This is an optimization exercise on Yosys and OpenROAD, whose aim is small area and a short achievable clock period, not a production implementation. Function was checked by simulation only, so behaviour that the tests miss may differ from the original. Power figures rest on the tool's default switching activity, not on a simulated workload.

==> flow/design.v (excerpt) <==
module alu_top (
    input             clk,
    input      [7:0]  a,
    input      [7:0]  b,
    input      [3:0]  sel,
    output reg [15:0] out
);
    reg  [7:0]  a_q, b_q;
    reg  [3:0]  sel_q;
    wire [15:0] alu_out;
    always @(posedge clk) begin
        a_q   <= a;
        b_q   <= b;
        sel_q <= sel;
        out   <= alu_out;
    end
    alu u_alu (.a(a_q), .b(b_q), .sel(sel_q), .out(alu_out));
endmodule
Size: roughly 630 cells after synthesis, roughly 36 flip-flops, about 37 I/O pins, ~0.0043 mm^2 of cells after synthesis.
==> flow/config.mk <==
export PLATFORM = sky130hd
export DESIGN_NAME = alu_top
export DESIGN_NICKNAME = alu_top
export VERILOG_FILES = /design/flow/design.v
export SDC_FILE = /design/flow/constraint.sdc
export NUM_CORES = 4
export LEC_CHECK = 0
export ABC_AREA = 1
export CAP_MARGIN = 20
export CORE_MARGIN = 2
export CORE_UTILIZATION = 50
export SLEW_MARGIN = 20
==> flow/constraint.sdc <==
create_clock -name core_clock -period 32.0 [get_ports {clk}]
set_input_delay 6.4000 -clock core_clock [delete_from_list [all_inputs] [get_ports {clk}]]
set_output_delay 6.4000 -clock core_clock [all_outputs]
set_load 0.01 [all_outputs]
standard.sh (not shown) runs the stock make flow with config.mk's settings and CLKGATE_MAP_FILE= SYNTH_SCRIPT=/design/flow/synth_recipe.tcl, a recipe that flattens the netlist after the stock synthesis.
==> flow/flow/run.sh <==
#!/bin/bash
# Layout flow: the standard ORFS layout (standard.sh) with these changes:
#  - synthesis is synth_recipe.tcl, except that
#    * the adder and multiplier modules (flow/fa_modules.txt) are kept as
#      separate modules until the end of synthesis (SYNTH_HIERARCHICAL=1,
#      then synth_recipe.tcl flattens as usual), and Yosys's full/half-adder
#      extraction (extract_fa) is applied to those modules only;
#    * Yosys's synth runs with -noabc, so the adder extraction sees the logic
#      as written;
#    * ABC maps the multiplier module with flow/synth_mul.abc (area-oriented)
#      and everything else with flow/synth.abc (delay-oriented);
#  - the resizer keeps a larger setup slack margin (flow/margin.txt), so it
#    sizes the critical paths instead of stopping at the 32 ns constraint;
#  - the smallest buffer (buf_1) on each port.
# Each tool's output goes to a log file in this folder.
set -euo pipefail
W=$(pwd)
MARGIN=$(cat flow/margin.txt)
FAMODS=$(cat flow/fa_modules.txt)
MULMODS=$(cat flow/mul_modules.txt)
{
  echo "proc abc {args} {"
  echo "  set i [lsearch \$args -script]"
  echo "  if {\$i < 0} { yosys abc {*}\$args; return }"
  echo "  set a1 \$args; lset a1 [expr {\$i + 1}] $W/flow/synth.abc"
  echo "  set a2 \$args; lset a2 [expr {\$i + 1}] $W/flow/synth_mul.abc"
  echo "  yosys abc {*}\$a2 $MULMODS"
  echo "  yosys abc {*}\$a1"
  echo "}"
  echo "proc extract_fa {args} { yosys extract_fa {*}\$args $FAMODS }"
  cat synth_recipe.tcl
} > my_synth.tcl
bash standard.sh SYNTH_SCRIPT=$W/my_synth.tcl SETUP_SLACK_MARGIN=$MARGIN \
  SYNTH_ARGS=-noabc SYNTH_HIERARCHICAL=1 SYNTH_INSBUF=0 \
  "BUFFER_PORTS_ARGS=-buffer_cell sky130_fd_sc_hd__buf_1" finish > orfs_make.log 2>&1
cp orfs/logs/*/alu_top/base/*.log . 2>/dev/null || true
==> flow/flow/fa_modules.txt <==
alu_addsub alu_mul
==> flow/flow/margin.txt <==
24.25
==> flow/flow/mul_modules.txt <==
alu_addsub alu_mul
==> flow/flow/synth.abc <==
strash
 dc2
 dch
 map -B 0.9
 topo
 stime -c
==> flow/flow/synth_mul.abc <==
strash
 dch
 map -a
 topo
 stime -c
 buffer -c
 upsize -c
 dnsize -c
The first run finished with timing, DRC and antenna clean.
Then changed:
==> flow/flow/run.sh (replaced) <==
#!/bin/bash
# Layout flow: the standard ORFS layout (standard.sh) with these changes:
#  - synthesis is synth_recipe.tcl, except that ABC runs flow/synth.abc and
#    Yosys's full/half-adder extraction (extract_fa) is applied only to the
#    adder and multiplier modules (flow/fa_modules.txt), which are kept as
#    separate modules until the end of synthesis (SYNTH_HIERARCHICAL=1) and
#    then flattened by synth_recipe.tcl as usual;
#  - the resizer keeps a larger setup slack margin (flow/margin.txt), so it
#    sizes the critical paths instead of stopping at the 32 ns constraint;
#  - Yosys's synth runs with -noabc, so the adder extraction sees the logic as
#    written and the one ABC run (flow/synth.abc) maps everything;
#  - the smallest buffer (buf_1) on each port.
# Each tool's output goes to a log file in this folder.
set -euo pipefail
W=$(pwd)
MARGIN=$(cat flow/margin.txt)
FAMODS=$(cat flow/fa_modules.txt)
{
  echo "proc abc {args} {"
  echo "  set i [lsearch \$args -script]"
  echo "  if {\$i >= 0} { lset args [expr {\$i + 1}] $W/flow/synth.abc }"
  echo "  yosys abc {*}\$args"
  echo "}"
  echo "proc extract_fa {args} { yosys extract_fa {*}\$args $FAMODS }"
  cat synth_recipe.tcl
} > my_synth.tcl
EXTRA=(SYNTH_ARGS=-noabc)
[ -n "$FAMODS" ] && EXTRA+=(SYNTH_HIERARCHICAL=1 SYNTH_INSBUF=0)
[ -z "$FAMODS" ] && EXTRA+=(ADDER_MAP_FILE=)
bash standard.sh SYNTH_SCRIPT=$W/my_synth.tcl SETUP_SLACK_MARGIN=$MARGIN "${EXTRA[@]}" \
  "BUFFER_PORTS_ARGS=-buffer_cell sky130_fd_sc_hd__buf_1" finish > orfs_make.log 2>&1
cp orfs/logs/*/alu_top/base/*.log . 2>/dev/null || true
==> flow/flow/margin.txt (replaced) <==
23.5
==> flow/flow/synth.abc (replaced) <==
strash
 dch
 map -B 0.9
 topo
 stime -c
removed: flow/flow/mul_modules.txt
removed: flow/flow/synth_mul.abc
What happened: The new run went through all stages and came out clean. Wire length is higher by 8.1%. Design area is higher by 9.0%. Hold slack is better by 94 ps. First-iteration DRC count is lower by 4.4%. Total power is higher by 0.61%. Clock skew is higher by 10 ps. Global-route usage is lower by 0.54 points. Setup slack is worse by 390 ps. Non-clock buffer count is higher by 3.
Then changed:
==> flow/flow/run.sh (replaced) <==
#!/bin/bash
# Layout flow: the standard ORFS layout (standard.sh) with these changes:
#  - synthesis is synth_recipe.tcl, except that
#    * the adder and multiplier modules (flow/fa_modules.txt) are kept as
#      separate modules until the end of synthesis (SYNTH_HIERARCHICAL=1,
#      then synth_recipe.tcl flattens as usual), and Yosys's full/half-adder
#      extraction (extract_fa) is applied to those modules only;
#    * Yosys's synth runs with -noabc, so the adder extraction sees the logic
#      as written;
#    * ABC maps the multiplier module with flow/synth_mul.abc (area-oriented)
#      and everything else with flow/synth.abc (delay-oriented);
#  - the resizer keeps a larger setup slack margin (flow/margin.txt), so it
#    sizes the critical paths instead of stopping at the 32 ns constraint;
#  - the smallest buffer (buf_1) on each port.
# Each tool's output goes to a log file in this folder.
set -euo pipefail
W=$(pwd)
MARGIN=$(cat flow/margin.txt)
FAMODS=$(cat flow/fa_modules.txt)
MULMODS=$(cat flow/mul_modules.txt)
{
  echo "proc abc {args} {"
  echo "  set i [lsearch \$args -script]"
  echo "  if {\$i < 0} { yosys abc {*}\$args; return }"
  echo "  set a1 \$args; lset a1 [expr {\$i + 1}] $W/flow/synth.abc"
  echo "  set a2 \$args; lset a2 [expr {\$i + 1}] $W/flow/synth_mul.abc"
  echo "  yosys abc {*}\$a2 $MULMODS"
  echo "  yosys abc {*}\$a1"
  echo "}"
  echo "proc extract_fa {args} { yosys extract_fa {*}\$args $FAMODS }"
  cat synth_recipe.tcl
} > my_synth.tcl
bash standard.sh SYNTH_SCRIPT=$W/my_synth.tcl SETUP_SLACK_MARGIN=$MARGIN \
  SYNTH_ARGS=-noabc SYNTH_HIERARCHICAL=1 SYNTH_INSBUF=0 \
  "BUFFER_PORTS_ARGS=-buffer_cell sky130_fd_sc_hd__buf_1" finish > orfs_make.log 2>&1
cp orfs/logs/*/alu_top/base/*.log . 2>/dev/null || true
==> flow/flow/margin.txt (replaced) <==
24
==> flow/flow/mul_modules.txt (new file) <==
alu_addsub alu_mul
==> flow/flow/synth.abc (replaced) <==
strash
 dc2
 dch
 map -B 0.9
 topo
 stime -c
==> flow/flow/synth_mul.abc (new file) <==
strash
 dch
 map -a
 topo
 stime -c
 buffer -c
 upsize -c
 dnsize -c
Effect: Final cell count came out lower by 18%. Final area came out lower by 9.6%. Via count came out lower by 13%. Non-clock buffer count came out lower by 7. Die area came out lower by 10%. Setup slack gains 260 ps. Core utilization came out higher by 0.65 points. Clock-buffer cell count came out lower by 1. Combinational power came out lower by about 4%. Clock power came out higher by about 5%.
Then changed:
==> flow/flow/margin.txt (replaced) <==
24.25
CORE_UTILIZATION = 65   (was 50)
What happened: Setup slack is better by 120 ps; synthesized area does not change; count of clock-buffer cells in the layout falls by 1; power grows by a few percent; core utilization went up by 19 points; clock power increases by roughly a tenth; routed wire length drops by a few percent; register-to-register slack is better by 200 ps; worst hold slack gets better by 13 ps; first-iteration DRC count goes up by a quarter to a third; final cell count came out lower by a few percent.
Then changed:
==> flow/flow/run.sh (replaced) <==
#!/bin/bash
# Layout flow: the standard ORFS layout (standard.sh) with these changes:
#  - synthesis is synth_recipe.tcl, except that ABC runs flow/synth.abc and
#    Yosys's full/half-adder extraction (extract_fa) is applied only to the
#    adder and multiplier modules (flow/fa_modules.txt), which are kept as
#    separate modules until the end of synthesis (SYNTH_HIERARCHICAL=1) and
#    then flattened by synth_recipe.tcl as usual;
#  - the resizer keeps a larger setup slack margin (flow/margin.txt), so it
#    sizes the critical paths instead of stopping at the 32 ns constraint;
#  - Yosys's synth runs with -noabc, so the adder extraction sees the logic as
#    written and the one ABC run (flow/synth.abc) maps everything;
#  - the smallest buffer (buf_1) on each port.
# Each tool's output goes to a log file in this folder.
set -euo pipefail
W=$(pwd)
MARGIN=$(cat flow/margin.txt)
FAMODS=$(cat flow/fa_modules.txt)
{
  echo "proc abc {args} {"
  echo "  set i [lsearch \$args -script]"
  echo "  if {\$i >= 0} { lset args [expr {\$i + 1}] $W/flow/synth.abc }"
  echo "  yosys abc {*}\$args"
  echo "}"
  echo "proc extract_fa {args} { yosys extract_fa {*}\$args $FAMODS }"
  cat synth_recipe.tcl
} > my_synth.tcl
EXTRA=(SYNTH_ARGS=-noabc)
[ -n "$FAMODS" ] && EXTRA+=(SYNTH_HIERARCHICAL=1 SYNTH_INSBUF=0)
[ -z "$FAMODS" ] && EXTRA+=(ADDER_MAP_FILE=)
bash standard.sh SYNTH_SCRIPT=$W/my_synth.tcl SETUP_SLACK_MARGIN=$MARGIN "${EXTRA[@]}" \
  "BUFFER_PORTS_ARGS=-buffer_cell sky130_fd_sc_hd__buf_1" finish > orfs_make.log 2>&1
cp orfs/logs/*/alu_top/base/*.log . 2>/dev/null || true
==> flow/flow/margin.txt (replaced) <==
24
==> flow/flow/synth.abc (replaced) <==
strash
 dch
 map -D 5000
 topo
 stime -c
CORE_UTILIZATION = 50   (was 65)
removed: flow/flow/mul_modules.txt
removed: flow/flow/synth_mul.abc
Result: Synthesized area increases by 6.5%. Worst setup slack gets worse by 330 ps. Clock-buffer cell count increases by 2. Final area rises by about 11%. Sequential power barely changes. Utilization goes down by 15 points. Via count grows by 8.8%. Cell count climbs by 9.3%. Total power climbs by 1.7%. Wire length grows by 23%.

---

== v57 ==
alu_top again, from the RTL that the note above started with.
export LEC_CHECK = 0
export ABC_AREA = 1
export CAP_MARGIN = 20
export CORE_MARGIN = 2
export CORE_UTILIZATION = 50
export SLEW_MARGIN = 20
create_clock -name core_clock -period 32.0 [get_ports {clk}]
==> flow/flow/run.sh <==
#!/bin/bash
# Layout flow: the standard ORFS layout (standard.sh) with these changes:
#  - synthesis is synth_recipe.tcl, except that ABC runs flow/synth.abc and
#    Yosys's full/half-adder extraction (extract_fa) is applied only to the
#    adder and multiplier modules (flow/fa_modules.txt), which are kept as
#    separate modules until the end of synthesis (SYNTH_HIERARCHICAL=1) and
#    then flattened by synth_recipe.tcl as usual;
#  - the resizer keeps a larger setup slack margin (flow/margin.txt), so it
#    sizes the critical paths instead of stopping at the 32 ns constraint;
#  - Yosys's synth runs with -noabc, so the adder extraction sees the logic as
#    written and the one ABC run (flow/synth.abc) maps everything;
#  - the smallest buffer (buf_1) on each port.
# Each tool's output goes to a log file in this folder.
set -euo pipefail
W=$(pwd)
MARGIN=$(cat flow/margin.txt)
FAMODS=$(cat flow/fa_modules.txt)
{
  echo "proc abc {args} {"
  echo "  set i [lsearch \$args -script]"
  echo "  if {\$i >= 0} { lset args [expr {\$i + 1}] $W/flow/synth.abc }"
  echo "  yosys abc {*}\$args"
  echo "}"
  echo "proc extract_fa {args} { yosys extract_fa {*}\$args $FAMODS }"
  cat synth_recipe.tcl
} > my_synth.tcl
EXTRA=(SYNTH_ARGS=-noabc)
[ -n "$FAMODS" ] && EXTRA+=(SYNTH_HIERARCHICAL=1 SYNTH_INSBUF=0)
[ -z "$FAMODS" ] && EXTRA+=(ADDER_MAP_FILE=)
bash standard.sh SYNTH_SCRIPT=$W/my_synth.tcl SETUP_SLACK_MARGIN=$MARGIN "${EXTRA[@]}" \
  "BUFFER_PORTS_ARGS=-buffer_cell sky130_fd_sc_hd__buf_1" finish > orfs_make.log 2>&1
cp orfs/logs/*/alu_top/base/*.log . 2>/dev/null || true
==> flow/flow/margin.txt <==
24.5
==> flow/flow/synth.abc <==
strash
 dch
 map -B 0.9
 topo
 stime -c
Scripts as last shown in full above: flow/flow/fa_modules.txt
Setup changes, v57 to v6
==> flow/flow/run.sh <==
#!/bin/bash
# Layout flow: the standard ORFS layout (standard.sh) with these changes:
#  - synthesis is synth_recipe.tcl, except that
#    * the adder and multiplier modules (flow/fa_modules.txt) are kept as
#      separate modules until the end of synthesis (SYNTH_HIERARCHICAL=1,
#      then synth_recipe.tcl flattens as usual), and Yosys's full/half-adder
#      extraction (extract_fa) is applied to those modules only;
#    * Yosys's synth runs with -noabc, so the adder extraction sees the logic
#      as written;
#    * ABC maps the multiplier module with flow/synth_mul.abc (area-oriented)
#      and everything else with flow/synth.abc (delay-oriented);
#  - the resizer keeps a larger setup slack margin (flow/margin.txt), so it
#    sizes the critical paths instead of stopping at the 32 ns constraint;
#  - the smallest buffer (buf_1) on each port.
# Each tool's output goes to a log file in this folder.
set -euo pipefail
W=$(pwd)
MARGIN=$(cat flow/margin.txt)
FAMODS=$(cat flow/fa_modules.txt)
MULMODS=$(cat flow/mul_modules.txt)
{
  echo "proc abc {args} {"
  echo "  set i [lsearch \$args -script]"
  echo "  if {\$i < 0} { yosys abc {*}\$args; return }"
  echo "  set a1 \$args; lset a1 [expr {\$i + 1}] $W/flow/synth.abc"
  echo "  set a2 \$args; lset a2 [expr {\$i + 1}] $W/flow/synth_mul.abc"
  echo "  yosys abc {*}\$a2 $MULMODS"
  echo "  yosys abc {*}\$a1"
  echo "}"
  echo "proc extract_fa {args} { yosys extract_fa {*}\$args $FAMODS }"
  cat synth_recipe.tcl
} > my_synth.tcl
bash standard.sh SYNTH_SCRIPT=$W/my_synth.tcl SETUP_SLACK_MARGIN=$MARGIN \
  SYNTH_ARGS=-noabc SYNTH_HIERARCHICAL=1 SYNTH_INSBUF=0 \
  "BUFFER_PORTS_ARGS=-buffer_cell sky130_fd_sc_hd__buf_1" finish > orfs_make.log 2>&1
cp orfs/logs/*/alu_top/base/*.log . 2>/dev/null || true
==> flow/flow/margin.txt <==
24
==> flow/flow/mul_modules.txt (new file) <==
alu_mul
==> flow/flow/synth_mul.abc (new file) <==
strash
 dch
 map -a
 topo
 stime -c
 buffer -c
 upsize -c
 dnsize -c
==> run notes <==
Compare v6 and v57 | combinational share of power lower: v57
Pre-CTS setup slack on v6 is up relative to v57.
v57 fits on a die that is larger than the die of v6.
As far as final cycle utilization of the critical path is concerned, v6 and v57 perform about the same.
Relative to v57, the final cell area reported for v6 is lower.
Fraction of area in multi-input gates on v6 is up relative to v57.
Comparing v6 and v57, the lower count of clock-buffer cells in the layout was measured on v6.
Of v6 and v57, v6 shows the higher fmax, with v57 below it.
Taking v57 as the reference, in v6 final net count shows a reduction of about 6%; peak ir drop on the vdd network shows an increase of 7.8 µV; non-clock inverter total of the final layout shows a reduction of 48.
Modified inputs, v29 compared to v6
==> flow/flow/margin.txt <==
24.5
==> flow/flow/mul_modules.txt <==
alu_addsub alu_mul
-- flow/flow/synth.abc --
<<< v6, line 2
>>> v29, line 2
 dc2
==> run notes <==
- v29 completed; timing, DRC and antenna clean
- v29 vs v6 — total power draw dropped slightly
- The higher storage element area of v29 and v6 is in v29.
- Summary of v29 over v6: ratio of final minimum period to clock period stayed essentially flat; non-clock buffer count in the final layout rose by 14.
- On number of resized instances in the post-cts repair step, the higher figure sits with v29, not v6.
What v44 does differently from v29 at the input level:
-- flow/flow/run.sh --
<<< v29, line 14
#  - the smallest buffer (buf_1) on each port.
>>> v44, line 14
#  - the smallest buffer (buf_1) on each port;
#  - any further ORFS make variables listed in flow/make_vars.txt.
<<< v29, line 33
>>> v44, line 34
EXTRA=()
if [ -f flow/make_vars.txt ]; then mapfile -t EXTRA < flow/make_vars.txt; fi
<<< v29, line 35
  "BUFFER_PORTS_ARGS=-buffer_cell sky130_fd_sc_hd__buf_1" finish > orfs_make.log 2>&1
>>> v44, line 38
  "BUFFER_PORTS_ARGS=-buffer_cell sky130_fd_sc_hd__buf_1" "${EXTRA[@]}" finish > orfs_make.log 2>&1
==> flow/flow/make_vars.txt (new file) <==
SETUP_MOVE_SEQUENCE=unbuffer,sizeup,swap
==> flow/flow/margin.txt <==
24.25
-- flow/flow/synth.abc --
<<< v29, line 3
 dch
>>> v44, line 3
 dch -f
==> comparison <==
- v44: flow completed, timing, DRC and antenna clean
- Of the two candidates, v29 has the worse total power consumption of the routed design and v44 the better one.
- The post-synthesis share of cell area spent on xor and xnor gates on v29 is in line with that on v44.
- v44 — average instance area after synthesis 0.055 µm² higher, v29 as reference
- v44 vs. v29: worst hold slack shrank by 12 ps, fill cell total of the finished layout stayed essentially flat, sequential power rose about 0.9%.
- When v44 is measured against v29, its total placed cells including tap cells turns out about 0.8% lower.
- Via count (higher): v29
- Looking at overall routing resource usage across v29 and v44, the one that comes out lower is v44.
- Going from v29 to v44, global-route wire length before repair down 2.1%; final instance area essentially unchanged.

==> static timing again, ports no longer ideal <==
No port has a modelled driver above. Below, the same layouts with a new extraction and two added sets of constraints. Step 1: set_driving_cell puts a clkbuf_16 on clk and a buf_2 on each other input, an assumption about the parent block. Step 2 times the ports against the registers' clock, not the clock port: input delays grow and output delays shrink by t, the midpoint of the rising clock arrivals with the driver on. Slacks: ideal / step 1 / step 2; pairs: ideal / step 1.
run	shift t [ns]	slack for setup (ns)	worst setup path after step 2	worst slew at a driven data input, ns	pins driven straight from the clock port
the first run of note 1	0.332	24.835 / 24.799 / 24.931	register to register	0.04	1
the second run of note 1	0.328	24.442 / 24.442 / 24.442	register to register	0.04	1
the third run of note 1	0.331	24.703 / 24.703 / 24.703	register to register	0.04	1
the fourth run of note 1	0.325	24.821 / 24.789 / 24.897	register to register	0.03	1
the fifth run of note 1	0.316	24.489 / 24.489 / 24.489	register to register	0.05	1
v57	0.325	24.791 / 24.761 / 25.086	register to output	0.04	1
v6	0.322	24.818 / 24.786 / 25.043	register to register	0.04	1
v29	0.332	24.836 / 24.800 / 25.058	register to register	0.04	1
v44	0.328	24.665 / 24.665 / 24.665	register to register	0.03	1
After both steps every run listed still meets setup and hold.
